This is an optimization exercise on Yosys and OpenROAD, whose aim is small area, not a production implementation.
In this exercise RTL edits were held to simulation tests only and were not proved equivalent to the original.
The flow treats the clock pin as an ideal source, which a real chip does not have.

## flow/design.v (module list and top-level ports; edited modules follow where they fit)
// module div_by_3: 40 lines
// module maxer: 1796 lines
// module fa: 4 lines
// module ha: 4 lines
module maxer(
    input clk,
    input rst,
    input maxing,
    input [784-1:0] ips_gen_out,
    output reg start_ips_gen,
    output reg next_ips_gen,
    output reg maxer_valid,
    output [24-1:0] threshold
    );
  // ...
==> flow/flow/run.sh <==
#!/bin/bash
# Standard ORFS layout (the standard.sh, unchanged synthesis), with
# - the port buffers made of the smallest buffer cell instead of the default pick,
set -euo pipefail
export BUFFER_PORTS_ARGS="-buffer_cell sky130_fd_sc_hd__buf_1"
L=orfs/logs/sky130hd/maxer/base

bash standard.sh place > make_place.log 2>&1
for buf in clkbuf_4 clkbuf_8 clkbuf_16; do
  export CTS_ARGS="-sink_clustering_enable -repair_clock_nets -root_buf sky130_fd_sc_hd__$buf -buf_list sky130_fd_sc_hd__$buf -dont_use_dummy_load"
  bash standard.sh cts > make_cts_$buf.log 2>&1
  openroad -no_init -exit flow/clk_slew.tcl > clk_slew_$buf.log 2>&1
  slew=$(awk '/^CLK_SLEW_PS/ {print $2}' clk_slew_$buf.log)
  echo "clock buffers $buf: worst flip-flop clock slew ${slew} ps"
  if awk -v s="$slew" 'BEGIN { exit !(s != "" && s <= 120) }'; then break; fi
  cp $L/4_1_cts.log cts_$buf.log || true
  bash standard.sh clean_cts > make_clean_cts_$buf.log 2>&1
done
bash standard.sh finish > make_finish.log 2>&1
==> flow/flow/clk_slew.tcl <==
# Worst slew at the flip-flop clock pins of the clock tree just built.
set P $::env(FLOW_HOME)/platforms/sky130hd
read_liberty $P/lib/sky130_fd_sc_hd__tt_025C_1v80.lib
read_db orfs/results/sky130hd/maxer/base/4_cts.odb
read_sdc orfs/results/sky130hd/maxer/base/4_cts.sdc
source $P/setRC.tcl
set_propagated_clock [all_clocks]
estimate_parasitics -placement
set mx 0
foreach p [get_pins -hierarchical */CLK] {
  set s [get_property $p slew_max]
  if { $s > $mx } { set mx $s }
}
puts "CLK_SLEW_PS [expr { $mx * 1000.0 }]"
==> flow/standard.sh <==
#!/bin/bash
# synth_recipe.tcl (not shown) runs the flow's synth.tcl, then flattens the netlist and writes it again
# the make line also repeats each setting of config.mk as NAME=value (left out here)
make -C /OpenROAD-flow-scripts/flow DESIGN_CONFIG=/design/flow/config.mk WORK_HOME=/design/flow/orfs CLKGATE_MAP_FILE= SYNTH_SCRIPT=/design/flow/synth_recipe.tcl "${@:-finish}"
==> flow/config.mk <==
export PLATFORM = sky130hd
export DESIGN_NAME = maxer
export DESIGN_NICKNAME = maxer
export VERILOG_FILES = /design/flow/design.v
export SDC_FILE = /design/flow/constraint.sdc
export NUM_CORES = 4
export LEC_CHECK = 0
export CAP_MARGIN = 20
export CORE_MARGIN = 2
export CORE_UTILIZATION = 22
export SLEW_MARGIN = 20
export SYNTH_HIERARCHICAL = 1
==> flow/constraint.sdc <==
create_clock -name core_clock -period 7.0 [get_ports {clk}]
set_input_delay 1.4000 -clock core_clock [delete_from_list [all_inputs] [get_ports {clk}]]
set_output_delay 1.4000 -clock core_clock [all_outputs]
set_load 0.01 [all_outputs]
==> results.py, run 1 <==
metrics = {
    "synthesis": {
        "synth-edff-count": 8,
        "synth_compound_area_frac": 0.00675,
        "ys_types": 35,
        "syn_area_per_cell_um2": 17.7,
        "synthCells": 1056,
        "synth_ff_type": "dfxtp_1",
        "ys_ff_latch": 58,
        "synth-seq-area-share": 0.0687,
    },
    "timing": {
        "fin_ws_ps": 337,
        "finalSetupViolations": 0,
        "fin_tns_setup_ps": 0,
    },
    "detailed_routing": {
        "drcViolationCount": 0,
        "vias": 11600,
        "drt_wl_total_um": 65600,
        "wl_met2_um": 34900,
        "wl_per_cell_um": 21.8,
    },
    "worst_hold_path": {
        "hold_path_class": "register to register",
        "hold-path-endpoint": "tq3[1]",
    },
    "cells_and_area": {
        "final_layout_size_suffix_gt1_frac": 0.00702,
        "largest_register_ffs": 25,
        "register_area_mm2": 0.00129,
        "antenna-diode-count": 16,
        "clkbuf_count": 9,
    },
    "setup_path": {
        "path_delay_family": "adder cells",
        "critPathMaxFanout": 1,
        "cp-start-kind": "input pin",
    },
    "grt": {
        "antenna_found_initial": 18,
        "grtUsageMet1": 0.189,
        "grt_usage": 0.151,
        "grtUsageMet3": 0.0297,
        "grt_pass1_wl_um": 92900,
        "grt_pass1_vias": 14300,
    },
    "clocking": {
        "clk_pin_slew_ps": 90,
        "clock_path_buffers": 2,
    },
    "floorplan": {
        "die_y_um": 296,
        "tap_cells": 1144,
    },
    "place": {
        "dp_cells": 2988,
        "port_buffers": 797,
    },
    "outcome": {
        "status": "finished clean",
    },
}
==> run 2: changes to the inputs <==
--- a/flow/design.v
+++ b/flow/design.v
@@ -1800,41 +1800,57 @@
   ha u_s1746 (.a(c1743), .b(c1745), .s(s1746), .co(c1747));
   reg [7:0] tq2, tq3;
   always @(posedge clk) begin
     tq2 <= {c1747, s1746, s1744, s1740, s1732, s1724, s1718, s1714};
     tq3 <= tq2;
   end
   reg [7:0] c;
   reg       m;
+  wire hi    = c[7] & c[6];
+  wire is207 = hi & c[3] & c[2] & c[1] & c[0];
+  wire is206 = hi & c[3] & c[2] & c[1] & ~c[0];
+  wire is0   = c == 8'd0;
+  wire [7:0] t;      
+  assign t[0] = maxing;
+  genvar j;
+  generate
+    for (j = 1; j < 8; j = j + 1) begin : inc
+      assign t[j] = t[j-1] & c[j-1];
+    end
+  endgenerate
+  wire w = t[4] & hi;    
   always @(posedge clk, posedge rst) begin
     if (rst) begin
       c <= 8'd0;
       m <= 1'b0;
     end else begin
       m <= maxing;
-      if (maxing)
-        c <= (c == 8'd207) ? 8'd0 : c + 8'd1;
+      c <= {(c[7:6] ^ t[7:6]) & {2{~w}}, c[5] ^ t[5], c[4] ^ (t[4] & ~hi), c[3:0] ^ t[3:0]};
     end
   end
+  wire le201 = ~hi | ~c[3] | (~c[2] & ~c[1]);
+  wire ge4   = c[7:2] != 6'd0;
+  wire le204 = ~hi | ~(c[3] & c[2]) | (~c[1] & ~c[0]);
+  wire is4   = c[7:3] == 5'd0 && c[2] && !c[1] && !c[0];
   always @(*) begin
-    start_ips_gen = m && c == 8'd1;
-    maxer_valid   = m && c == 8'd207;
-    next_ips_gen  = c != 8'd0 && c <= 8'd201;
+    start_ips_gen = m && c[7:1] == 7'd0 && c[0];
+    maxer_valid   = m && is207;
+    next_ips_gen  = !is0 && le201;
   end
   reg  [7:0] peak;
   wire [8:0] gt;     
   assign gt[0] = 1'b0;
   genvar i;
   generate
     for (i = 0; i < 8; i = i + 1) begin : cmp
       assign gt[i+1] = (tq3[i] & ~peak[i]) | (tq3[i] & gt[i]) | (~peak[i] & gt[i]);
     end
   endgenerate
-  wire load = maxing ? (c >= 8'd4 && c <= 8'd204 && (c == 8'd4 || gt[8])) : c == 8'd206;
+  wire load = maxing ? (ge4 && le204 && (is4 || gt[8])) : is206;
   always @(posedge clk)
     if (load)
       peak <= tq3 & {8{maxing}};
   div_by_3 div1(.p(peak), .op(threshold));
 endmodule
 module fa(input a, input b, input c, output s, output co);
   assign s  = a ^ b ^ c;
   assign co = (a & b) | (a & c) | (b & c);
==> run 2 against run 1 <==
Worst hold slack worse by 11 ps. Still clean on timing, DRC and antenna. Non-clock buffer count up 10. Synthesized cell count down 2.3%. Sequential share of layout area about the same. Critical endpoint is now r1[3].
==> results.py, run 2 <==
metrics = {
    "floorplan": {
        "io_pins": 814,
        "start_util": 0.223,
        "dieArea_mm2": 0.0872,
        "die_y_um": 295,
        "die_x_um": 295,
        "core_area_mm2": 0.0838,
        "rows": 106,
    },
    "synthesis": {
        "synthArstFlopShare": 0.155,
        "ys_types": 36,
        "yosysMostFrequentCell": "fa_1",
        "synth-seq-area-share": 0.0689,
        "syn_area_per_cell_um2": 18.1,
        "synth-edff-count": 8,
        "yosysWarnings": 7,
        "ys_ff_latch": 58,
        "syn_area_mm2": 0.0187,
        "synth_top_area_cell": "fa_1",
        "synthCells": 1032,
        "synth_ff_type": "dfxtp_1",
        "synth_top_area_share": 0.816,
        "synthTopCellsByCount": "fa_1 (761), ha_1 (109), dfxtp_1 (41)",
        "synthTopCellsByArea": "fa_1 (82%), ha_1 (7.3%), dfxtp_1 (4.4%)",
    },
    "clocking": {
        "cts_root_buf": "clkbuf_8",
        "cts_tree": "built",
        "clk_pin_slew_ps": 60,
        "cts_resized": 0,
        "post_cts_buffers": 0,
        "cts_inserted_buffers": 9,
        "clock-sinks": 58,
        "clock_path_buffers": 2,
        "cts_hold_buf": 0,
        "cts_max_level": 3,
        "insertion_delay_ps": 340,
    },
    "timing": {
        "drv_slew": 0,
        "fmax_mhz": 148,
        "slew_headroom": 0.666,
        "hold_violations": 0,
        "max_slew.worst_pin.slew_ps": 501,
        "rsz0062_at_grt": "false",
        "finalSetupViolations": 0,
        "period_share": 0.967,
        "finClkSkew_ps": 21.8,
        "fin_crit_ps": 6770,
    },
    "grt": {
        "grt_max_degree": 13,
        "overflow": 0,
        "grt_usage": 0.150,
        "grt_pass1_wl_um": 91800,
        "grt_pass1_vias": 14400,
        "antenna_found_initial": 7,
    },
    "worst_hold_path": {
        "worstHoldStart": "tq2[2]",
        "hold_path_class": "register to register",
    },
    "detailed_routing": {
        "drt_iter0_drc": 340,
        "drcViolationCount": 0,
        "dr.pass1.iters": 4,
        "vias": 11500,
        "wl_per_cell_um": 21.7,
        "postRouteAntennaNets": 0,
        "viasPerCell": 3.86,
        "drt_wl_total_um": 64800,
    },
    "cells_and_area": {
        "final_layout_size_suffix_gt1_frac": 0.0152,
        "fin_nets": 3499,
        "largest_register_ffs": 25,
        "regMostFlops": "r1",
        "nFillCells": 8731,
        "fin_area_mm2": 0.0232,
        "final_common_cell": "buf_1",
        "layout_common_cells": "buf_1 (797), fa_1 (761), ha_1 (109), dfxtp_1 (41), xor2_1 (24)",
        "area_delta_synth_final_pct": 24.3,
    },
    "setup_path": {
        "cp-start-kind": "input pin",
        "path_delay_family": "adder cells",
        "critPathSlowestCell": "fa_1",
        "cp.required_ps": 7190,
        "rr_startpoint": "r1[4]",
        "crit_end": "r1[3]",
        "crit_cells": 12,
        "cp-end-kind": "register",
        "crit_top_cell": "fa_1",
        "reg2reg_slack_ps": 3750,
        "cp.arrival_ps": 6960,
        "critPathLaunch": "ips_gen_out[201]",
        "path_buf_inv": 1,
        "path_class": "input pin to register",
        "r2r-end": "tq2[6]",
        "critPathMaxFanout": 1,
        "r2r_cells": 7,
        "cp_cell_sequence": "buf_1 -> fa_1 -> fa_1 -> fa_1 -> ha_1 -> fa_1 -> fa_1 -> fa_1 -> fa_1 -> fa_1 -> fa_1 -> fa_1",
        "cpPeakStageDelay_ps": 660,
    },
    "job": {
        "drv_cap": 0,
    },
    "place": {
        "port_buffers": 797,
        "placement.cell_area_mm2": 0.0230,
        "place_congestion": 0.959,
        "dp_hpwl_um": 64900,
    },
    "outcome": {
        "status": "finished clean",
    },
}
[run 2: modules after synthesis (local to each module, per instance)]
module    flip-flops and latches  cells inside  area, um2  times used
maxer                         58           141       1940           1
ha                             0             1       12.5         103
div_by_3                       0            27        196           1
fa                             0             1       20.0         761
[run 2: metal layers]
layer | GRT usage | part of all wire | vias up
met4 | 0.0260 | 0.018 | 4
met5 | 0 | 0.00042 | -
met1 | 0.193 | 0.39 | 6162
met2 | 0.270 | 0.53 | 463
li1 | - | - | 4831
met3 | 0.0193 | 0.059 | 46
[run 2: area by class of cell]
class | instances | area (um2) | area share
Antenna cell | 9 | 22.5 | 0.000971
Clock buffer | 9 | 124 | 0.00534
Inverter | 9 | 33.8 | 0.00146
Multi-Input combinational cell | 956 | 17200 | 0.742
Sequential cell | 58 | 1290 | 0.0555
Tap cell | 1134 | 1420 | 0.0612
Timing Repair Buffer | 808 | 3090 | 0.133
[run 2: kinds of logic after synthesis]
| group | synth area share |
|---|---|
| buffers and inverters | 0.0115 |
| multiplexers | 0.000536 |
| AO/OA/AOI/OAI | 0.00449 |
| flip-flops | 0.0689 |
| XOR/XNOR | 0.0117 |
| adder cells (fa/ha/maj) | 0.892 |
| other | 0.000201 |
| AND/OR/NAND/NOR | 0.0103 |
[run 2: worst reg2reg max path, cell delays in order (launching register included)]
cell     delay, ps
dfxtp_1        310
fa_1           510
fa_1           430
fa_1           390
fa_1           390
fa_1           400
fa_1           420
ha_1           290
[run 2: worst min path at each step]
stage / end / slack, ps / cells past startpoint
floorplan: tq3[0] / 310 / 0
global placement: tq3[6] / 310 / 0
detailed placement: tq3[2] / 310 / 0
CTS: tq3[2] / 320 / 0
global route: tq3[6] / 330 / 0
finish: tq3[2] / 320 / 0
[run 2: metrics by stage]
step	setup WS, ps	hold slack (ps)	cells	utilization	TNS, ps
3_3_place_gp	-115	311	2965	0.275	-317
6_report	232	316	2983	0.277	0
5_1_grt	151	332	2978	0.276	0
2_1_floorplan	412	310	1047	-	0
4_1_cts	243	316	2974	0.276	0
3_5_place_dp	-115	313	2965	0.275	-366
==> run 3: changes to the inputs <==
--- a/flow/flow/run.sh
+++ b/flow/flow/run.sh
@@ -12,7 +12,7 @@
   openroad -no_init -exit flow/clk_slew.tcl > clk_slew_$buf.log 2>&1
   slew=$(awk '/^CLK_SLEW_PS/ {print $2}' clk_slew_$buf.log)
   echo "clock buffers $buf: worst flip-flop clock slew ${slew} ps"
-  if awk -v s="$slew" 'BEGIN { exit !(s != "" && s <= 120) }'; then break; fi
+  if awk -v s="$slew" 'BEGIN { exit !(s != "" && s <= 125) }'; then break; fi
   cp $L/4_1_cts.log cts_$buf.log || true
   bash standard.sh clean_cts > make_clean_cts_$buf.log 2>&1
 done
==> run 3 against run 2 <==
Sequential share of layout area about the same. Largest cell class unchanged. Clock skew up 14 ps. Non-clock buffer count unchanged. Count of clock-buffer cells in the layout unchanged. Highest routed layer unchanged. Worst hold slack about the same. Register-to-register slack worse by 20 ps. Maximum frequency up 0.64%. Core utilization down 0.070 points.
==> results.py, run 3 <==
metrics = {
    "place": {
        "place_worst_setup_slack_ps": -115,
        "place_congestion": 0.959,
        "dp_hpwl_um": 64900,
        "placement.cell_area_mm2": 0.0230,
        "port_buffers": 797,
    },
    "cells_and_area": {
        "utilization": 0.276,
        "largest_register_ffs": 25,
        "nFillCells": 8729,
        "layout_common_cells": "buf_1 (797), fa_1 (761), ha_1 (109), dfxtp_1 (41), xor2_1 (24)",
        "area_delta_synth_final_pct": 24.0,
        "multi_input_area_mm2": 0.0172,
        "final_layout_size_suffix_gt1_frac": 0.0152,
        "regMostFlops": "r1",
        "final_common_cell": "buf_1",
        "register_area_mm2": 0.00129,
        "fin_nets": 3499,
        "fin_area_mm2": 0.0231,
    },
    "timing": {
        "fmax_mhz": 149,
        "slew_headroom": 0.663,
        "max_slew.worst_pin.slew_ps": 505,
        "period_share": 0.961,
        "rsz0062_at_grt": "false",
        "hold_violations": 0,
        "finalSetupViolations": 0,
        "fin_crit_ps": 6720,
        "finClkSkew_ps": 35.6,
        "fin_ws_ps": 275,
        "drv_slew": 0,
    },
    "setup_path": {
        "cp.required_ps": 7240,
        "critPathSlowestCell": "fa_1",
        "rr_startpoint": "r1[4]",
        "critPathMaxFanout": 1,
        "cp_cell_sequence": "buf_1 -> fa_1 -> fa_1 -> fa_1 -> ha_1 -> fa_1 -> fa_1 -> ha_1 -> fa_1 -> fa_1 -> fa_1 -> fa_1 -> fa_1",
        "cpPeakStageDelay_ps": 670,
        "path_buf_inv": 1,
        "crit_end": "r1[12]",
        "r2r_cells": 7,
        "cp-start-kind": "input pin",
        "reg2reg_slack_ps": 3730,
        "crit_top_cell": "fa_1",
        "crit_cells": 13,
        "path_delay_family": "adder cells",
        "critPathLaunch": "ips_gen_out[201]",
        "cp-end-kind": "register",
        "cp.arrival_ps": 6970,
        "r2r-end": "tq2[6]",
        "path_class": "input pin to register",
    },
    "job": {
        "drv_cap": 0,
    },
    "detailed_routing": {
        "drt_wl_total_um": 64800,
        "vias": 11600,
        "postRouteAntennaNets": 0,
        "drt_iter0_drc": 351,
        "viasPerCell": 3.88,
        "drcViolationCount": 0,
        "dr.pass1.iters": 4,
        "wl_per_cell_um": 21.7,
    },
    "synthesis": {
        "synthTopCellsByCount": "fa_1 (761), ha_1 (109), dfxtp_1 (41)",
        "syn_area_mm2": 0.0187,
        "synth_ff_type": "dfxtp_1",
        "synth_compound_area_frac": 0.00449,
        "synth-edff-count": 8,
        "synth_top_area_cell": "fa_1",
        "ys_ff_latch": 58,
        "synthAdderAreaFrac": 0.892,
        "synthSimpleGateAreaFrac": 0.0103,
        "synthXorXnorAreaFrac": 0.0117,
        "yosysMostFrequentCell": "fa_1",
        "synthArstFlopShare": 0.155,
        "synth_top_family_by_area": "adder cells",
        "syn_area_per_cell_um2": 18.1,
        "ys_types": 36,
        "synth.mux.area_fraction": 0.000536,
        "yosysWarnings": 7,
        "synthTopCellsByArea": "fa_1 (82%), ha_1 (7.3%), dfxtp_1 (4.4%)",
        "synth-seq-area-share": 0.0689,
        "synth_top_area_share": 0.816,
        "synthCells": 1032,
    },
    "clocking": {
        "cts_tree": "built",
        "post_cts_buffers": 0,
        "cts_max_level": 3,
        "cts_root_buf": "clkbuf_4",
        "insertion_delay_ps": 400,
        "cts_resized": 0,
        "cts_hold_buf": 0,
        "clock-sinks": 58,
        "clk_pin_slew_ps": 90,
        "clock_path_buffers": 2,
        "cts_inserted_buffers": 9,
    },
    "outcome": {
        "status": "finished clean",
    },
    "grt": {
        "grt_pass1_wl_um": 92200,
        "grt_pass1_vias": 14600,
        "grt_max_degree": 13,
        "grt_usage": 0.149,
        "overflow": 0,
        "antenna_found_initial": 8,
    },
    "worst_hold_path": {
        "hold_path_class": "register to register",
    },
    "floorplan": {
        "start_util": 0.223,
        "die_x_um": 295,
        "die_y_um": 295,
        "dieArea_mm2": 0.0872,
        "rows": 106,
        "core_area_mm2": 0.0838,
        "io_pins": 814,
    },
}
==> run 3: cell count changes in the layout (fill, tap and decap cells not counted) <==
| cell | delta |
|---|---|
| clkbuf_4 | +9 |
| clkbuf_8 | -9 |
| diode_2 | -1 |
==> run 3: stage by stage <==
stage | hold slack (ps) | setup TNS [ps] | std cells
floorplan | 310 | 0 | 1047
global placement | 311 | -317 | 2965
detailed placement | 313 | -366 | 2965
CTS | 317 | 0 | 2974
global route | 325 | 0 | 2980
finish | 316 | 0 | 2982
==> run 3: logic make-up after synthesis <==
kind of cell	count (synthesis)
simple gates	30
fa+ha+maj	875
compound gates	9
other cells	1
flops	58
xor+xnor	25
mux	1
buf+inv	33
==> run 3: layout make-up <==
class | count | share of cell area
antenna | 8 | 0.000866
clock buffer | 9 | 0.00292
inverter | 9 | 0.00146
multi-input combinational | 956 | 0.744
sequential | 58 | 0.0556
tap | 1134 | 0.0613
timing repair buffer | 808 | 0.133
==> run 3: worst reg2reg max path, cell delays in order, from the launching register on <==
cell and delay, ps:
dfxtp_1 320, fa_1 440, fa_1 470, fa_1 420
fa_1 390, fa_1 400, fa_1 440, ha_1 290
==> run 3: per-layer routing <==
| layer | part of all wire | wire (um) | up-vias | global-route usage |
|---|---|---|---|---|
| li1 | - | - | 4830 | - |
| met1 | 0.39 | 25500 | 6245 | 0.190 |
| met2 | 0.53 | 34400 | 440 | 0.269 |
| met3 | 0.058 | 3740 | 44 | 0.0241 |
| met4 | 0.017 | 1120 | 4 | 0.0274 |
| met5 | 0.00042 | 27 | - | 0 |
==> run 3: worst min-delay path by stage <==
stage                       from     end  slack, ps  depth (start not counted)
after floorplan           tq2[0]  tq3[0]        310                          0
after global placement    tq2[6]  tq3[6]        310                          0
after detailed placement  tq2[2]  tq3[2]        310                          0
after CTS                 tq2[2]  tq3[2]        320                          0
after global routing      tq2[0]  tq3[0]        320                          0
final                     tq2[2]  tq3[2]        320                          0
==> run 3: per-module statistics from Yosys, one instance, submodules excluded <==
module	cell area, um2	copies in the design	flops+latches	cells inside
ha	12.5	103	0	1
fa	20.0	761	0	1
div_by_3	196	1	0	27
maxer	1940	1	58	141
==> run 4: changes to the inputs <==
--- a/flow/config.mk
+++ b/flow/config.mk
@@ -8,5 +8,6 @@
 export CAP_MARGIN = 20
 export CORE_MARGIN = 2
 export CORE_UTILIZATION = 22
+export GPL_TIMING_DRIVEN = 0
 export SLEW_MARGIN = 20
 export SYNTH_HIERARCHICAL = 1
==> run 4 against run 3 <==
Sequential cell count did not move. Highest routed layer unchanged. Count of clock-buffer cells in the layout did not move. Die area did not move. Critical path depth did not move. Setup slack got worse by 59 ps. Largest cell class unchanged.
==> results.py, run 4 <==
metrics = {
    "cells_and_area": {
        "register_area_mm2": 0.00129,
        "fin_nets": 3512,
        "utilization": 0.277,
        "final_layout_size_suffix_gt1_frac": 0.0227,
        "regMostFlops": "r1",
        "nFillCells": 8719,
        "final_common_cell": "buf_1",
        "largest_register_ffs": 25,
        "layout_common_cells": "buf_1 (797), fa_1 (760), ha_1 (109), dfxtp_1 (41)",
        "fin_area_mm2": 0.0232,
        "area_delta_synth_final_pct": 24.5,
        "multi_input_area_mm2": 0.0172,
    },
    "grt": {
        "overflow": 0,
        "grt_pass1_vias": 14300,
        "grt_pass1_wl_um": 89200,
        "grt_max_degree": 13,
        "antenna_found_initial": 12,
        "grt_usage": 0.145,
    },
    "clocking": {
        "clk_pin_slew_ps": 70,
        "cts_tree": "built",
        "cts_root_buf": "clkbuf_4",
        "clock-sinks": 58,
        "cts_max_level": 3,
        "cts_hold_buf": 0,
        "cts_inserted_buffers": 9,
        "insertion_delay_ps": 410,
        "clock_path_buffers": 2,
    },
    "detailed_routing": {
        "wl_met1_um": 24000,
        "drt_iter0_drc": 263,
        "viasPerCell": 3.82,
        "wl_met2_um": 33700,
        "drcViolationCount": 0,
        "dr.max_layer_used": "met5",
        "dr.pass1.iters": 4,
        "wl_per_cell_um": 20.9,
        "postRouteAntennaNets": 0,
        "drt_wl_total_um": 62600,
        "wl_met3_um": 3680,
        "vias": 11500,
    },
    "timing": {
        "max_slew.worst_pin.slew_ps": 526,
        "drv_slew": 0,
        "hold_violations": 0,
        "rsz0062_at_grt": "false",
        "fin_crit_ps": 6780,
        "finClkSkew_ps": 37.9,
        "fmax_mhz": 147,
        "slew_headroom": 0.649,
        "fin_tns_setup_ps": 0,
        "finalSetupViolations": 0,
        "period_share": 0.969,
        "hold_slack_ps": 327,
    },
    "setup_path": {
        "r2r-end": "tq2[6]",
        "cp-start-kind": "input pin",
        "cp.arrival_ps": 7030,
        "path_class": "input pin to register",
        "rr_startpoint": "r1[4]",
        "cp-end-kind": "register",
        "reg2reg_slack_ps": 3720,
        "cp.required_ps": 7250,
        "critPathMaxFanout": 1,
        "r2r_cells": 7,
    },
    "floorplan": {
        "core_area_mm2": 0.0838,
        "die_y_um": 295,
        "dieArea_mm2": 0.0872,
        "io_pins": 814,
        "start_util": 0.223,
        "die_x_um": 295,
        "rows": 106,
    },
    "job": {
        "drv_cap": 0,
    },
    "synthesis": {
        "synth_ff_type": "dfxtp_1",
        "syn_area_mm2": 0.0187,
        "synthArstFlopShare": 0.155,
        "syn_area_per_cell_um2": 18.1,
        "ys_types": 36,
        "synth-seq-area-share": 0.0689,
        "ys_ff_latch": 58,
        "synthCells": 1032,
        "yosysMostFrequentCell": "fa_1",
        "synthTopCellsByCount": "fa_1 (761), ha_1 (109), dfxtp_1 (41)",
        "yosysWarnings": 7,
        "synth_top_area_cell": "fa_1",
        "synth_top_area_share": 0.816,
        "synthTopCellsByArea": "fa_1 (82%), ha_1 (7.3%), dfxtp_1 (4.4%)",
        "synth-edff-count": 8,
    },
    "place": {
        "dp_hpwl_um": 62900,
        "placement.cell_area_mm2": 0.0231,
        "place_congestion": 0.936,
        "port_buffers": 797,
    },
    "worst_hold_path": {
        "worstHoldStart": "tq2[6]",
        "hold_depth": 0,
        "hold-path-endpoint": "tq3[6]",
        "hold_path_class": "register to register",
    },
    "outcome": {
        "status": "finished clean",
    },
}
run 4: cell types whose count changed in the layout (fill, tap and decap cells not counted), sizes merged:
| cell | change |
|---|---|
| diode | +4 |
| buf | +13 |
run 4: repair_timing:
item,CTS,global route
setup buffers,0,0
setup endpoints to repair,0,1
gates resized for setup,0,1
run 4: area by class of cell:
| class | count | share of cell area |
|---|---|---|
| multi-input cells | 956 | 0.741 |
| repair buffers | 797 | 0.129 |
| well taps | 1134 | 0.0611 |
| flip-flops and latches | 58 | 0.0554 |
| plain buffers | 24 | 0.00776 |
| clock buffers | 9 | 0.00291 |
| inverters | 9 | 0.00145 |
| diodes | 12 | 0.00129 |
run 4: cell families after synthesis:
group	Yosys count	share of synthesized area
xor gates and xnor gates	25	0.0117
muxes	1	0.000536
buffers and inverters	33	0.0115
and+or+nand+nor	30	0.0103
other	1	0.000201
DFF	58	0.0689
AOI/OAI and AO/OA	9	0.00449
adders and majority gates	875	0.892
run 4: stage by stage:
stage,worst slack [ps],instances
3_5_place_dp,-348,2978
2_1_floorplan,412,1047
3_3_place_gp,-325,2978
4_1_cts,91.1,2987
5_1_grt,72.1,2996
6_report,217,2999
run 4: worst max path at each step:
| stage | startpoint | endpoint | slack, ps | cells after the start |
|---|---|---|---|---|
| after floorplan | ips_gen_out[35] | r1[12] | 410 | 12 |
| after global placement | ips_gen_out[193] | r1[12] | -320 | 13 |
| after detailed placement | ips_gen_out[193] | r1[12] | -350 | 13 |
| after CTS | ips_gen_out[193] | r1[12] | 90 | 13 |
| after global routing | ips_gen_out[193] | r1[12] | 70 | 13 |
| final | ips_gen_out[200] | r1[12] | 220 | 13 |
run 4: critical path, stage by stage:
cell	delay, ps
buf_1	270
fa_1	500
fa_1	550
fa_1	430
ha_1	210
fa_1	380
fa_1	440
ha_1	390
fa_2	650
fa_1	490
fa_1	450
fa_1	390
fa_1	470
run 4: modules after synthesis, one instance, submodules excluded:
| module | flip-flops and latches | area (um2) | cells inside |
|---|---|---|---|
| div_by_3 | 0 | 196 | 27 |
| fa | 0 | 20.0 | 1 |
| maxer | 58 | 1940 | 141 |
| ha | 0 | 12.5 | 1 |
run 4: metal layers:
layer	up-vias	global-route usage
li1	4866	-
met1	6113	0.175
met2	438	0.267
met3	42	0.0297
met4	2	0.0272
met5	-	0.00776
==> run 5: changes to the inputs <==
--- a/flow/flow/run.sh
+++ b/flow/flow/run.sh
@@ -1,8 +1,10 @@
 #!/bin/bash
 # Standard ORFS layout (the standard.sh, unchanged synthesis), with
 # - the port buffers made of the smallest buffer cell instead of the default pick,
+# - the buffers that synthesis put on submodule outputs removed at floorplan,
 set -euo pipefail
 export BUFFER_PORTS_ARGS="-buffer_cell sky130_fd_sc_hd__buf_1"
+export REMOVE_ABC_BUFFERS=1
 L=orfs/logs/sky130hd/maxer/base
 
 bash standard.sh place > make_place.log 2>&1
--- a/flow/config.mk
+++ b/flow/config.mk
@@ -8,6 +8,5 @@
 export CAP_MARGIN = 20
 export CORE_MARGIN = 2
 export CORE_UTILIZATION = 22
-export GPL_TIMING_DRIVEN = 0
 export SLEW_MARGIN = 20
 export SYNTH_HIERARCHICAL = 1
==> run 5 against run 4 <==
Still clean. Count of clock-buffer cells in the layout unchanged. Via count up 0.20%. Final area fell by 0.67%.
==> results.py, run 5 <==
metrics = {
    "synthesis": {
        "synth_top_area_share": 0.816,
        "yosysWarnings": 7,
        "syn_area_mm2": 0.0187,
        "synthArstFlopShare": 0.155,
        "synth-seq-area-share": 0.0689,
        "ys_types": 36,
        "synthTopCellsByArea": "fa_1 (82%), ha_1 (7.3%), dfxtp_1 (4.4%)",
        "synthTopCellsByCount": "fa_1 (761), ha_1 (109), dfxtp_1 (41)",
        "synth_top_area_cell": "fa_1",
        "synthCells": 1032,
        "yosysMostFrequentCell": "fa_1",
        "synth_ff_type": "dfxtp_1",
        "syn_area_per_cell_um2": 18.1,
        "ys_ff_latch": 58,
        "synth-edff-count": 8,
    },
    "setup_path": {
        "cp_cell_sequence": "buf_1 -> fa_1 -> fa_1 -> fa_1 -> ha_1 -> fa_1 -> fa_1 -> ha_1 -> fa_1 -> fa_1 -> fa_1 -> fa_1 -> fa_1",
        "critPathSlowestCell": "fa_1",
        "cp-start-kind": "input pin",
        "cp.required_ps": 7260,
        "crit_top_cell": "fa_1",
        "r2r_cells": 7,
        "cp.arrival_ps": 6880,
        "path_class": "input pin to register",
        "rr_startpoint": "r1[4]",
        "critPathLaunch": "ips_gen_out[268]",
        "cp-end-kind": "register",
        "cpPeakStageDelay_ps": 590,
        "critPathMaxFanout": 1,
    },
    "place": {
        "placement.cell_area_mm2": 0.0230,
        "dp_hpwl_um": 62600,
        "port_buffers": 797,
        "place_congestion": 0.969,
    },
    "clocking": {
        "cts_max_level": 3,
        "clk_pin_slew_ps": 70,
        "clock-sinks": 58,
        "cts_inserted_buffers": 9,
        "cts_hold_buf": 0,
        "insertion_delay_ps": 400,
        "cts_tree": "built",
        "post_cts_buffers": 0,
        "clock_path_buffers": 2,
        "cts_resized": 0,
        "cts_root_buf": "clkbuf_4",
    },
    "detailed_routing": {
        "viasPerCell": 3.86,
        "drt_wl_total_um": 62500,
        "wl_per_cell_um": 21.0,
        "drcViolationCount": 0,
        "drt_iter0_drc": 314,
        "postRouteAntennaNets": 0,
        "vias": 11500,
        "dr.pass1.iters": 4,
    },
    "cells_and_area": {
        "nFillCells": 8729,
        "layout_common_cells": "buf_1 (797), fa_1 (761), ha_1 (109), dfxtp_1 (41), xor2_1 (24)",
        "fin_nets": 3493,
        "final_layout_size_suffix_gt1_frac": 0.0120,
        "area_delta_synth_final_pct": 23.6,
        "largest_register_ffs": 25,
        "utilization": 0.275,
        "final_common_cell": "buf_1",
        "fin_area_mm2": 0.0231,
        "regMostFlops": "r1",
    },
    "timing": {
        "fmax_mhz": 151,
        "drv_slew": 0,
        "finalSetupViolations": 0,
        "max_slew.worst_pin.slew_ps": 523,
        "finClkSkew_ps": 17.1,
        "fin_tns_setup_ps": 0,
        "slew_headroom": 0.651,
        "hold_violations": 0,
        "rsz0062_at_grt": "false",
        "period_share": 0.945,
        "fin_crit_ps": 6620,
        "hold_slack_ps": 329,
    },
    "floorplan": {
        "start_util": 0.223,
        "die_y_um": 295,
        "io_pins": 814,
        "dieArea_mm2": 0.0872,
        "core_area_mm2": 0.0838,
        "rows": 106,
        "die_x_um": 295,
    },
    "worst_hold_path": {
        "hold_path_class": "register to register",
        "worstHoldStart": "tq2[1]",
        "hold_depth": 0,
    },
    "grt": {
        "grt_usage": 0.145,
        "grt_pass1_vias": 14400,
        "overflow": 0,
        "antenna_found_initial": 11,
        "grt_pass1_wl_um": 89600,
        "grt_max_degree": 13,
    },
    "outcome": {
        "status": "finished clean",
    },
    "job": {
        "drv_cap": 0,
    },
}
## run 5: cells by family (layout without fill, tap and decap cells)
family,Yosys count,after routing,share of synthesized area
AOI/OAI and AO/OA,9,9,0.00449
buffers and inverters,33,820,0.0115
muxes,1,1,0.000536
xor gates and xnor gates,25,25,0.0117
DFF,58,58,0.0689
other,1,24,0.000201
and+or+nand+nor,30,30,0.0103
adders and majority gates,875,875,0.892
## run 5: worst max-delay path, delay by kind of cell
family	cells	cell delay, ps
fa+ha+maj	12	5320
buf+inv	1	140
## run 5: worst paths after layout
path	end	slack, ps
worst max-delay path	r1[12]	380
worst min-delay path	tq3[1]	330
worst max register to register	tq2[6]	3760
worst min register to register	tq3[1]	330
max in group asynchronous	c[3]	5810
min in group asynchronous	c[5]	910
## run 5: modules after synthesis (local to each module, per instance)
module	copies in the design	area, um2
fa	761	20.0
ha	103	12.5
div_by_3	1	196
maxer	1	1940
## run 5: area by class of cell
cell class / count / area, um2 / area share
clock buffers: 9 / 67.6 / 0.00293
flip-flops and latches: 58 / 1290 / 0.0558
diodes: 8 / 20.0 / 0.000868
well taps: 1134 / 1420 / 0.0615
inverters: 9 / 33.8 / 0.00146
repair buffers: 802 / 3030 / 0.131
multi-input cells: 956 / 17200 / 0.746
## run 5: metrics by stage
step / cells / setup WS, ps
2_1_floorplan: 1023 / 412
3_3_place_gp: 2959 / -29.0
3_5_place_dp: 2959 / -72.3
4_1_cts: 2968 / 355
5_1_grt: 2973 / 245
6_report: 2976 / 382
## run 5: per-layer routing
layer | GRT usage | share of wire | vias up
met2 | 0.264 | 0.53 | 475
met3 | 0.0240 | 0.060 | 46
met4 | 0.0239 | 0.016 | 8
li1 | - | - | 4818
met5 | 0 | 0.00082 | -
met1 | 0.183 | 0.39 | 6137
==> run 6: changes to the inputs <==
--- a/flow/config.mk
+++ b/flow/config.mk
@@ -8,5 +8,6 @@
 export CAP_MARGIN = 20
 export CORE_MARGIN = 2
 export CORE_UTILIZATION = 22
+export GPL_TIMING_DRIVEN = 0
 export SLEW_MARGIN = 20
 export SYNTH_HIERARCHICAL = 1
==> run 6 against run 5 <==
Still clean on timing, DRC and antenna. Synthesized cell count did not move. Sequential cell count is the same. Critical path depth shrank 1. First-iteration DRC count up 21%. Area after synthesis unchanged. Count of clock-buffer cells in the layout unchanged. Global-route usage increased by 0.46 points. Final area is 0.18% lower. Worst hold slack worse by 1.3 ps. Setup slack worse by 68 ps. Critical path type unchanged.
==> results.py, run 6 <==
metrics = {
    "floorplan": {
        "rows": 106,
        "die_y_um": 295,
        "start_util": 0.223,
        "die_x_um": 295,
        "io_pins": 814,
        "core_area_mm2": 0.0838,
        "dieArea_mm2": 0.0872,
    },
    "synthesis": {
        "ys_ff_latch": 58,
        "synthTopCellsByArea": "fa_1 (82%), ha_1 (7.3%), dfxtp_1 (4.4%)",
        "syn_area_per_cell_um2": 18.1,
        "synth_top_area_cell": "fa_1",
        "syn_area_mm2": 0.0187,
        "synth-seq-area-share": 0.0689,
        "synth_top_area_share": 0.816,
        "synthArstFlopShare": 0.155,
        "synth_ff_type": "dfxtp_1",
        "yosysMostFrequentCell": "fa_1",
        "synthCells": 1032,
        "ys_types": 36,
        "yosysWarnings": 7,
        "synthTopCellsByCount": "fa_1 (761), ha_1 (109), dfxtp_1 (41)",
        "synth-edff-count": 8,
    },
    "grt": {
        "grtUsageMet1": 0.186,
        "antenna_found_initial": 9,
        "grt_pass1_wl_um": 91600,
        "grt_max_degree": 13,
        "overflow": 0,
        "grt_pass1_vias": 14400,
        "grt_usage": 0.150,
        "grtUsageMet3": 0.0268,
        "grt_use_met2": 0.271,
        "top_usage_layer": "met2",
    },
    "clocking": {
        "clk_pin_slew_ps": 90,
        "post_cts_buffers": 0,
        "clock-sinks": 58,
        "cts_inserted_buffers": 9,
        "cts_tree": "built",
        "cts_root_buf": "clkbuf_4",
        "cts_max_level": 3,
        "clock_path_buffers": 2,
        "cts_resized": 0,
        "cts_hold_buf": 0,
        "insertion_delay_ps": 390,
    },
    "place": {
        "placement.cell_area_mm2": 0.0229,
        "place_congestion": 0.952,
        "port_buffers": 797,
        "dp_hpwl_um": 64300,
        "dp_cells": 2954,
    },
    "cells_and_area": {
        "final_layout_size_suffix_gt1_frac": 0.00929,
        "final_cells": 2969,
        "area_delta_synth_final_pct": 23.4,
        "layout_common_cells": "buf_1 (797), fa_1 (761), ha_1 (109), dfxtp_1 (41), xor2_1 (24)",
        "final_common_cell": "buf_1",
        "fin_area_mm2": 0.0230,
        "utilization": 0.275,
        "fin_nets": 3488,
        "regMostFlops": "r1",
        "largest_register_ffs": 25,
    },
    "timing": {
        "fin_crit_ps": 6690,
        "hold_violations": 0,
        "finClkSkew_ps": 21.9,
        "hold_slack_ps": 327,
        "period_share": 0.955,
        "finalSetupViolations": 0,
        "slew_headroom": 0.659,
        "rsz0062_at_grt": "false",
        "max_slew.worst_pin.slew_ps": 511,
        "drv_slew": 0,
        "fmax_mhz": 150,
    },
    "setup_path": {
        "cp-start-kind": "input pin",
        "cp-end-kind": "register",
        "cp.arrival_ps": 6960,
        "critPathMaxFanout": 1,
        "cp.required_ps": 7270,
        "rr_startpoint": "r1[4]",
        "critPathLaunch": "ips_gen_out[236]",
        "path_class": "input pin to register",
    },
    "outcome": {
        "status": "finished clean",
    },
    "detailed_routing": {
        "drcViolationCount": 0,
        "drt_wl_total_um": 64100,
        "dr.pass1.iters": 4,
        "postRouteAntennaNets": 0,
        "drt_iter0_drc": 379,
        "wl_per_cell_um": 21.6,
        "viasPerCell": 3.84,
        "vias": 11400,
    },
    "worst_hold_path": {
        "hold_path_class": "register to register",
        "worstHoldStart": "tq2[0]",
    },
    "job": {
        "drv_cap": 0,
    },
}
==> run 6: cell families (layout without fill, tap and decap cells) <==
group	count (synthesis)	after routing	share of synthesized area
multiplexers	1	1	0.000536
XOR/XNOR	25	25	0.0117
buffers and inverters	33	815	0.0115
other	1	22	0.000201
adder cells (fa/ha/maj)	875	875	0.892
AO/OA/AOI/OAI	9	9	0.00449
flip-flops	58	58	0.0689
AND/OR/NAND/NOR	30	30	0.0103
==> run 6: per-stage QoR <==
| stage | setup WS (ps) | setup TNS (ps) |
|---|---|---|
| 6_report | 314 | 0 |
| 3_3_place_gp | -171 | -579 |
| 2_1_floorplan | 412 | 0 |
| 3_5_place_dp | -235 | -1060 |
| 5_1_grt | 181 | 0 |
| 4_1_cts | 235 | 0 |
==> run 6: critical path, cell delays in order <==
cell and delay [ps]:
buf_1 100, fa_1 580, fa_1 590, fa_1 420, ha_1 340, fa_1 580, fa_1 480, fa_1 400
fa_1 460, fa_1 570, fa_1 580, fa_1 440
==> run 6: worst paths after layout <==
kind                       slack (ps)  endpoint  depth (start not counted)
min reg2reg                       330    tq3[0]                          0
min                               330    tq3[0]                          0
max                               310    r1[12]                         12
max reg2reg                      3750    tq2[6]                          7
max in group asynchronous        5770      c[1]                          2
min in group asynchronous         930      c[5]                          2
==> run 6: final cells by class <==
class	instances	area, um2
sequential	58	1290
timing repair buffer	797	2990
tap	1134	1420
fill	8724	60800
clock buffer	9	67.6
multi-input combinational	956	17200
antenna	6	15.0
inverter	9	33.8
==> run 6: metal layers <==
layer | wire (um) | vias to the layer above
li1 | - | 4808
met1 | 24500 | 6079
met2 | 34400 | 475
met3 | 3900 | 46
met4 | 1230 | 6
met5 | 43 | -
==> run 6: modules after synthesis, one instance, submodules excluded <==
module / area, um2 / flip-flops and latches / times used / cells
maxer: 1940 / 58 / 1 / 141
div_by_3: 196 / 0 / 1 / 27
fa: 20.0 / 0 / 761 / 1
ha: 12.5 / 0 / 103 / 1
==> run 7: changes to the inputs <==
--- a/flow/flow/run.sh
+++ b/flow/flow/run.sh
@@ -2,9 +2,11 @@
 # Standard ORFS layout (the standard.sh, unchanged synthesis), with
 # - the port buffers made of the smallest buffer cell instead of the default pick,
 # - the buffers that synthesis put on submodule outputs removed at floorplan,
+# - one tie cell for all the constant outputs instead of one per output,
 set -euo pipefail
 export BUFFER_PORTS_ARGS="-buffer_cell sky130_fd_sc_hd__buf_1"
 export REMOVE_ABC_BUFFERS=1
+export SKIP_REPAIR_TIE_FANOUT=1
 L=orfs/logs/sky130hd/maxer/base
 
 bash standard.sh place > make_place.log 2>&1
==> run 7 against run 6 <==
Register-to-register slack about the same. Synthesized cell count unchanged. Maximum frequency down 0.98%. Cell count down 0.61%. Final area down 0.28%. Non-clock buffer count unchanged. Core utilization down 0.076 points. Routed wire length down 0.81%. Critical path depth up 1. Critical path type unchanged.
==> results.py, run 7 <==
metrics = {
    "grt": {
        "grt_pass1_wl_um": 90600,
        "grt_max_degree": 17,
        "grt_usage": 0.148,
        "overflow": 0,
        "antenna_found_initial": 7,
        "grt_pass1_vias": 14200,
    },
    "detailed_routing": {
        "drt_iter0_drc": 250,
        "drcViolationCount": 0,
        "viasPerCell": 3.86,
        "postRouteAntennaNets": 0,
        "dr.pass1.iters": 4,
        "drt_wl_total_um": 63600,
        "wl_per_cell_um": 21.5,
        "vias": 11400,
    },
    "place": {
        "place_congestion": 0.978,
        "placement.cell_area_mm2": 0.0229,
        "dp_cells": 2939,
        "port_buffers": 797,
        "dp_hpwl_um": 63800,
    },
    "worst_hold_path": {
        "worstHoldStart": "tq2[0]",
        "hold-path-endpoint": "tq3[0]",
        "hold_depth": 0,
        "hold_path_class": "register to register",
    },
    "floorplan": {
        "rows": 106,
        "die_y_um": 295,
        "dieArea_mm2": 0.0872,
        "io_pins": 814,
        "core_area_mm2": 0.0838,
        "start_util": 0.223,
        "die_x_um": 295,
    },
    "timing": {
        "fin_tns_setup_ps": 0,
        "hold_violations": 0,
        "drv_slew": 0,
        "rsz0062_at_grt": "false",
        "slew_headroom": 0.647,
        "max_slew.worst_pin.slew_ps": 530,
        "period_share": 0.965,
        "finalSetupViolations": 0,
        "fmax_mhz": 148,
        "fin_crit_ps": 6750,
        "finClkSkew_ps": 18.4,
    },
    "synthesis": {
        "syn_area_per_cell_um2": 18.1,
        "synthTopCellsByArea": "fa_1 (82%), ha_1 (7.3%), dfxtp_1 (4.4%)",
        "synth-edff-count": 8,
        "synth-seq-area-share": 0.0689,
        "synth_top_area_share": 0.816,
        "yosysMostFrequentCell": "fa_1",
        "synth_ff_type": "dfxtp_1",
        "synthTopCellsByCount": "fa_1 (761), ha_1 (109), dfxtp_1 (41)",
        "synth_top_area_cell": "fa_1",
        "yosysWarnings": 7,
        "ys_ff_latch": 58,
        "synthCells": 1032,
        "ys_types": 36,
        "syn_area_mm2": 0.0187,
        "synthArstFlopShare": 0.155,
    },
    "clocking": {
        "cts_inserted_buffers": 9,
        "cts_resized": 0,
        "cts_root_buf": "clkbuf_4",
        "cts_tree": "built",
        "insertion_delay_ps": 410,
        "cts_hold_buf": 0,
        "clock-sinks": 58,
        "cts_max_level": 3,
        "clock_path_buffers": 2,
        "post_cts_buffers": 0,
        "clk_pin_slew_ps": 80,
    },
    "cells_and_area": {
        "layout_common_cells": "buf_1 (797), fa_1 (761), ha_1 (109), dfxtp_1 (41), xor2_1 (24)",
        "area_delta_synth_final_pct": 23.1,
        "final_layout_size_suffix_gt1_frac": 0.00937,
        "largest_register_ffs": 25,
        "fin_area_mm2": 0.0230,
        "final_common_cell": "buf_1",
        "fin_nets": 3473,
        "regMostFlops": "r1",
        "final_cells": 2951,
    },
    "setup_path": {
        "cp-end-kind": "register",
        "r2r-end": "tq2[6]",
        "cp.required_ps": 7280,
        "rr_startpoint": "r1[4]",
        "reg2reg_slack_ps": 3740,
        "cp-start-kind": "input pin",
        "critPathMaxFanout": 1,
        "path_class": "input pin to register",
        "cp.arrival_ps": 7030,
        "r2r_cells": 7,
    },
    "job": {
        "drv_cap": 0,
    },
    "outcome": {
        "status": "finished clean",
    },
}
-- run 7: cell counts after synthesis --
Identical to the previous run, type by type.
-- run 7: modules after synthesis, one instance, submodules excluded --
module	flip-flops and latches	times used
div_by_3	0	1
fa	0	761
ha	0	103
maxer	58	1
-- run 7: area by class of cell --
type / count / area, um2
multi-input cells: 941 / 17200
clock buffers: 9 / 67.6
diodes: 3 / 7.51
well taps: 1134 / 1420
fillers: 8753 / 60900
flip-flops and latches: 58 / 1290
inverters: 9 / 33.8
repair buffers: 797 / 2990
-- run 7: kinds of logic (layout without fill, tap and decap cells) --
kind of cell | count (synthesis) | in the layout | synth area share
DFF | 58 | 58 | 0.0689
muxes | 1 | 1 | 0.000536
other | 1 | 4 | 0.000201
buffers and inverters | 33 | 815 | 0.0115
and+or+nand+nor | 30 | 30 | 0.0103
AOI/OAI and AO/OA | 9 | 9 | 0.00449
adders and majority gates | 875 | 875 | 0.892
xor gates and xnor gates | 25 | 25 | 0.0117
-- run 7: worst max-delay path by stage --
stage	endpoint	cells after the start	slack, ps	startpoint
6_report	r1[12]	13	250	ips_gen_out[1]
5_1_grt	r1[12]	13	70	ips_gen_out[1]
4_1_cts	r1[12]	13	220	ips_gen_out[582]
3_5_place_dp	r1[12]	12	-220	ips_gen_out[582]
3_3_place_gp	r1[12]	13	-200	ips_gen_out[1]
2_1_floorplan	r1[12]	12	410	ips_gen_out[35]
-- run 7: critical path, stage by stage --
cell and delay [ps]:
buf_1 260, fa_1 490, fa_1 680, fa_1 450, ha_1 200, fa_1 370
fa_1 380, fa_1 450, ha_1 320, fa_1 440, fa_1 570, fa_1 580
fa_1 430
-- run 7: per-stage QoR --
| step | utilization | hold WS, ps | setup slack, ps |
|---|---|---|---|
| 6_report | 0.274 | 318 | 248 |
| 5_1_grt | 0.274 | 328 | 66.9 |
| 4_1_cts | 0.274 | 325 | 217 |
| 3_5_place_dp | 0.273 | 316 | -217 |
| 3_3_place_gp | 0.273 | 315 | -199 |
| 2_1_floorplan | - | 310 | 412 |
-- run 7: metal layers --
metal	GRT usage	part of all wire	vias up
met5	0	0.00080	-
met4	0.0220	0.014	8
met3	0.0260	0.054	47
met2	0.271	0.54	427
met1	0.185	0.39	6128
li1	-	-	4789

==> afterwards: timing with drivers on the ports <==
How much do the figures lean on ideal ports? The routed layouts below were timed once more, with nothing changed but the port constraints.
Step 1 sets driving cells, clkbuf_16 on the clock port and buf_2 on the other inputs (assumed; they add their load-dependent delay and slew).
Step 2, shift: input delay + t, output delay - t, t = (earliest + latest rising clock arrival at the registers) / 2. This alone moves slack from input paths to output paths.
Three values: no drivers, after step 1, after step 2; two values: the first two.
run | shift t [ns] | setup WS [ns] | hold slack, ns | clock arrival spread, ns | slew at the worst register clock pin (ns)
run 1 | 0.442 | 0.337 / 0.355 / -0.087 | 0.327 / 0.327 / 0.327 | 0.045 / 0.045 | 0.12 / 0.12
run 2 | 0.379 | 0.232 / 0.260 / -0.118 | 0.316 / 0.316 / 0.316 | 0.027 / 0.027 | 0.08 / 0.08
run 3 | 0.426 | 0.275 / 0.303 / -0.123 | 0.316 / 0.316 / 0.316 | 0.040 / 0.040 | 0.12 / 0.12
run 4 | 0.437 | 0.217 / 0.232 / -0.205 | 0.327 / 0.327 / 0.327 | 0.040 / 0.040 | 0.11 / 0.11
run 5 | 0.432 | 0.382 / 0.403 / -0.029 | 0.329 / 0.329 / 0.329 | 0.024 / 0.024 | 0.09 / 0.09
run 6 | 0.435 | 0.314 / 0.341 / -0.095 | 0.327 / 0.327 / 0.327 | 0.033 / 0.033 | 0.10 / 0.10
run 7 | 0.440 | 0.248 / 0.262 / -0.178 | 0.318 / 0.318 / 0.318 | 0.026 / 0.026 | 0.10 / 0.10
Met with ideal ports but missed after step 2: setup timing in every run listed. The setup slack of run 7, which loses most, moves by +0.014 ns with the drivers and by -0.426 ns with both steps.
